From an optimization exercise on the open Yosys and OpenROAD flow, aimed at small area; shortcuts taken in it are not production practice.
RTL that was checked went through simulation tests only; none was proved equivalent to the original.
Power figures rest on the tool's default switching activity, not on a simulated workload.

==> flow/design.v <==
module top_given(clk, rst_n, RXD, TXD);
    input clk;
    input rst_n;
    input RXD;
    output reg TXD;
    localparam RX = 2'd0, TX0 = 2'd1, TX2 = 2'd3;
    reg [8:0] c;
    reg [3:0] j;
    reg [1:0] f;
    wire tx = |f;
    wire j15 = (j == 4'd15);
    wire pulse = c[8] & c[7] & c[5] & c[4] & c[0];     
    wire last = tx ? (j == 4'd9) : (j == 4'd7);
    wire hold = (f == RX) && j15 && c[7] && c[6] && c[5] && RXD;
    always @(posedge clk or negedge rst_n) begin
        if (!rst_n) begin
            c <= 9'd0;
            j <= 4'd15;
            f <= RX;
        end else begin
            c <= pulse ? (last ? (tx ? 9'd213 : 9'd192) : 9'd0) : c + {8'd0, !hold};
            if (pulse) j <= last ? 4'd15 : j + 1'b1;
            if (pulse && last) f <= f + 1'b1;
        end
    end
    reg [2:0] phi;
    always @(posedge clk) phi <= phi + 1'b1;
    reg [63:0] r;
    wire clr = (f == RX) && j15 && (c[8:6] == 3'd0);
    wire chain = clr || ((f == RX) && j15 && (c[8:3] == 6'd27));
    wire ins0 = chain || ((f == RX) && (c[8:3] == 6'd53) && (phi == j[2:0]));
    integer k;
    always @(posedge clk) begin
        for (k = 0; k < 8; k = k + 1)
            r[k*8 +: 7] <= r[k*8+1 +: 7];
        r[7] <= ins0 ? ((RXD & !chain) ^ (&phi)) : r[0];
        for (k = 1; k < 8; k = k + 1)
            r[k*8+7] <= chain ? r[(k-1)*8] : r[k*8];
    end
    wire [3:0] tapA = {r[3*8+1], r[2*8+3], r[1*8+5], r[0*8+0]};
    wire [3:0] tapB = {r[4*8+1], r[5*8+3], r[6*8+5], r[7*8+0]};
    wire [3:0] col = c[7:4];
    wire       rho = c[3];
    wire [2:0] psi = phi - col[2:0];
    reg        pres;
    reg  [1:0] q;
    reg  [2:0] s;
    always @(*) begin
        pres = 1'b0; q = 2'd0; s = 3'd0;
        case ({rho, psi})
            4'b0_000: begin pres = 1'b1; q = 2'd0; s = 3'd0; end
            4'b1_000: begin pres = 1'b1; q = 2'd2; s = 3'd5; end
            4'b0_010: begin pres = 1'b1; q = 2'd2; s = 3'd3; end
            4'b1_010: begin pres = 1'b1; q = 2'd3; s = 3'd5; end
            4'b0_011: begin pres = 1'b1; q = 2'd1; s = 3'd0; end
            4'b1_011: begin pres = 1'b1; q = 2'd3; s = 3'd4; end
            4'b0_100: begin pres = 1'b1; q = 2'd2; s = 3'd1; end
            4'b1_100: begin pres = 1'b1; q = 2'd3; s = 3'd3; end
            4'b0_101: begin pres = 1'b1; q = 2'd2; s = 3'd0; end
            4'b1_101: begin pres = 1'b1; q = 2'd3; s = 3'd2; end
            4'b0_110: begin pres = 1'b1; q = 2'd0; s = 3'd2; end
            4'b1_110: begin pres = 1'b1; q = 2'd3; s = 3'd1; end
            4'b0_111: begin pres = 1'b1; q = 2'd1; s = 3'd4; end
            4'b1_111: begin pres = 1'b1; q = 2'd3; s = 3'd0; end
            default: ;
        endcase
    end
    wire valid = pres && ((col[2:0] >= s) ^ col[3]);
    wire bA = valid & tapA[q];
    wire bB = valid & tapB[q];
    reg  [5:0] a;
    wire [5:0] v = a + bA + bB;
    wire colend = (c[3:0] == 4'd15);
    always @(posedge clk) begin
        if (c[8])
            a <= 6'd0;
        else if (colend)
            a <= {1'b0, v[5:1]};
        else
            a <= v;
    end
    wire [3:0] target = {f != TX2, (f == TX0) ? 3'd7 : j[2:0]};
    reg ybit;
    always @(posedge clk) begin
        if (!c[8] && colend && (col == target))
            ybit <= v[0] ^ (&col);
    end
    always @(posedge clk or negedge rst_n) begin
        if (!rst_n)
            TXD <= 1'b1;
        else if (tx && pulse)
            TXD <= (j == 4'd15) ? 1'b0 : (j[3] ? 1'b1 : ybit);
    end
endmodule
Settings: LEC_CHECK=0, CAP_MARGIN=20, CORE_MARGIN=2, CORE_UTILIZATION=40, PLACE_DENSITY=0.6, SLEW_MARGIN=20; clock period 20.0 ns.
standard.sh (not shown) runs the stock make flow with config.mk's settings and CLKGATE_MAP_FILE= SYNTH_SCRIPT=/design/flow/synth_recipe.tcl, a recipe that flattens the netlist after the stock synthesis.
==> flow/flow/run.sh <==
#!/bin/bash
set -euo pipefail
export CTS_ARGS="-sink_clustering_enable -dont_use_dummy_load -root_buf sky130_fd_sc_hd__clkbuf_8 -tree_buf sky130_fd_sc_hd__clkbuf_4 -buf_list sky130_fd_sc_hd__clkbuf_4"
bash standard.sh > standard.log 2>&1
The starting point completed with no timing, DRC or antenna violations.
Next try:
==> flow/flow/run.sh (replaced) <==
#!/bin/bash
set -euo pipefail
export CTS_ARGS="-dont_use_dummy_load -root_buf sky130_fd_sc_hd__clkbuf_8 -buf_list sky130_fd_sc_hd__clkbuf_4"
bash standard.sh > standard.log 2>&1
After rerunning: Worst setup slack stays the same. Utilization does not change. Count of clock-buffer cells in the layout stays the same. Die area does not change. Wire length does not change.
Next try:
==> flow/flow/run.sh (replaced) <==
#!/bin/bash
# The standard ORFS layout (standard.sh, standard synthesis unchanged), with
# clock tree synthesis told not to add dummy load cells for skew balancing.
# standard.sh's full output goes to standard.log; ORFS keeps each step's log
# under orfs/logs/.
set -euo pipefail
export CTS_ARGS="-sink_clustering_enable -repair_clock_nets -dont_use_dummy_load"
bash standard.sh > standard.log 2>&1
After rerunning: Core utilization stays the same; synthesized area stays the same; sequential power stays flat; clock-buffer cell count is unchanged; wire length is unchanged; worst hold slack stays the same.
Next try:
==> flow/flow/run.sh (replaced) <==
#!/bin/bash
set -euo pipefail
export CTS_ARGS="-sink_clustering_enable -dont_use_dummy_load -root_buf sky130_fd_sc_hd__clkbuf_8 -buf_list sky130_fd_sc_hd__clkbuf_4"
bash standard.sh > standard.log 2>&1
Core utilization is unchanged.
Design area is unchanged.
Wire length does not change.
Sequential power stays flat.
Count of clock-buffer cells in the layout is unchanged.
Power does not change.
Non-clock buffer count is unchanged.
Clock skew does not change.
Synthesized cell count is unchanged.
Setup slack stays the same.

---

Another version of the RTL of top_given (not shown whole).
Size in the first run: roughly 90 flip-flops, ~4 I/O pins.
Settings: LEC_CHECK=0, CAP_MARGIN=20, CORE_MARGIN=2, CORE_UTILIZATION=40, PLACE_DENSITY=0.6, SLEW_MARGIN=20; clock period 20.0 ns.
==> flow/flow/run.sh <==
#!/bin/bash
# Standard ORFS layout, with clock tree synthesis told not to add dummy
# load cells and to cluster the sinks into larger groups.
set -euo pipefail
export CTS_ARGS="-sink_clustering_enable -repair_clock_nets -dont_use_dummy_load -sink_clustering_size 100 -sink_clustering_max_diameter 500"
bash standard.sh > standard.log 2>&1
Edit:
==> flow/flow/run.sh (replaced) <==
#!/bin/bash
# Standard ORFS layout, with clock tree synthesis told not to add dummy
# load cells.
set -euo pipefail
export CTS_ARGS="-sink_clustering_enable -repair_clock_nets -dont_use_dummy_load -sink_clustering_levels 1 -sink_clustering_size 50 -sink_clustering_max_diameter 200"
bash standard.sh > standard.log 2>&1
The changed run finished with timing, DRC and antenna clean.
Via count stays the same.
Synthesized cell count stays the same.
Wire length stays the same.
Clock skew does not change.
Utilization stays the same.
Clock power barely changes.
Sequential power barely changes.
Final area does not change.
Worst setup slack stays the same.
Critical path depth is unchanged.
Count of clock-buffer cells in the layout is unchanged.
Edit:
==> flow/run.sh (new file) <==
#!/bin/bash
# synth_recipe.tcl (not shown) runs the flow's synth.tcl, then flattens the netlist and writes it again
# the make line also repeats each setting of config.mk as NAME=value (left out here)
make -C /OpenROAD-flow-scripts/flow DESIGN_CONFIG=/design/flow/config.mk WORK_HOME=/design/flow/orfs CLKGATE_MAP_FILE= SYNTH_SCRIPT=/design/flow/synth_recipe.tcl finish
CTS_CLUSTER_DIAMETER = 500   (was not set)
CTS_CLUSTER_SIZE = 100   (was not set)
removed: flow/flow/run.sh
removed: flow/standard.sh
Global-route usage came out higher by 0.14 points. First-iteration DRC count drops by 17%. Wire length climbs by 0.93%. Worst setup slack gets worse by 0.0065 ns. Core utilization rises by 1.3 points. Clock-buffer cell count climbs by 1. Via count rose by 0.75%. Power is higher by 15%. Fmax hardly moves.
Edit:
==> flow/flow/run.sh (new file) <==
#!/bin/bash
# Standard ORFS layout, with clock tree synthesis told not to add dummy
# load cells.
set -euo pipefail
export CTS_ARGS="-sink_clustering_enable -repair_clock_nets -dont_use_dummy_load -buf_list sky130_fd_sc_hd__clkbuf_16 -sink_clustering_size 100 -sink_clustering_max_diameter 500"
bash standard.sh > standard.log 2>&1
==> flow/standard.sh (new file) <==
#!/bin/bash
# synth_recipe.tcl (not shown) runs the flow's synth.tcl, then flattens the netlist and writes it again
# the make line also repeats each setting of config.mk as NAME=value (left out here)
make -C /OpenROAD-flow-scripts/flow DESIGN_CONFIG=/design/flow/config.mk WORK_HOME=/design/flow/orfs CLKGATE_MAP_FILE= SYNTH_SCRIPT=/design/flow/synth_recipe.tcl "${@:-finish}"
CTS_CLUSTER_DIAMETER = not set   (was 500)
CTS_CLUSTER_SIZE = not set   (was 100)
removed: flow/run.sh
Wire length climbs by 0.56%.
Power is higher by 0.79%.
Final cell count goes down by 1.8%.
Utilization hardly moves.
Clock skew rises by 0.012 ns.
Hold slack loses 0.013 ns.
Via count drops by 1.1%.
Sequential power is about the same.
Function was not checked in any run of this note: the RTL went through the layout flow alone.

[what the ideal ports hide]
How much do the figures lean on ideal ports? The routed layouts below were timed once more, with nothing changed but the port constraints. Step 1: set_driving_cell puts a clkbuf_16 on clk and a buf_2 on each other input, an assumption about the parent block. Step 2 also shifts input and output timing later by t, the mid clock arrival at the registers, as if the neighbouring blocks saw the same clock. Three values: ideal ports, drivers, drivers and shift; two values: the first two.
run	t (ns)	setup slack, ns	clock arrival spread, ns	slew at the worst register clock pin (ns)	pins driven straight from the clock port
the first run of note 1	0.366	14.442 / 14.447 / 14.081	0.028 / 0.028	0.09 / 0.09	1
the second run of note 1	0.366	14.442 / 14.447 / 14.081	0.028 / 0.028	0.09 / 0.09	1
the third run of note 1	0.366	14.442 / 14.447 / 14.081	0.028 / 0.028	0.09 / 0.09	1
the fourth run of note 1	0.366	14.442 / 14.447 / 14.081	0.028 / 0.028	0.09 / 0.09	1
the first run of note 2	0.368	14.581 / 14.573 / 14.220	0.029 / 0.030	0.09 / 0.09	1
the second run of note 2	0.368	14.581 / 14.573 / 14.220	0.029 / 0.030	0.09 / 0.09	1
the third run of note 2	0.381	14.574 / 14.545 / 14.227	0.010 / 0.010	0.09 / 0.09	1
the fourth run of note 2	0.360	14.528 / 14.539 / 14.179	0.020 / 0.020	0.07 / 0.07	1
After both steps setup and hold are still met in every run listed.
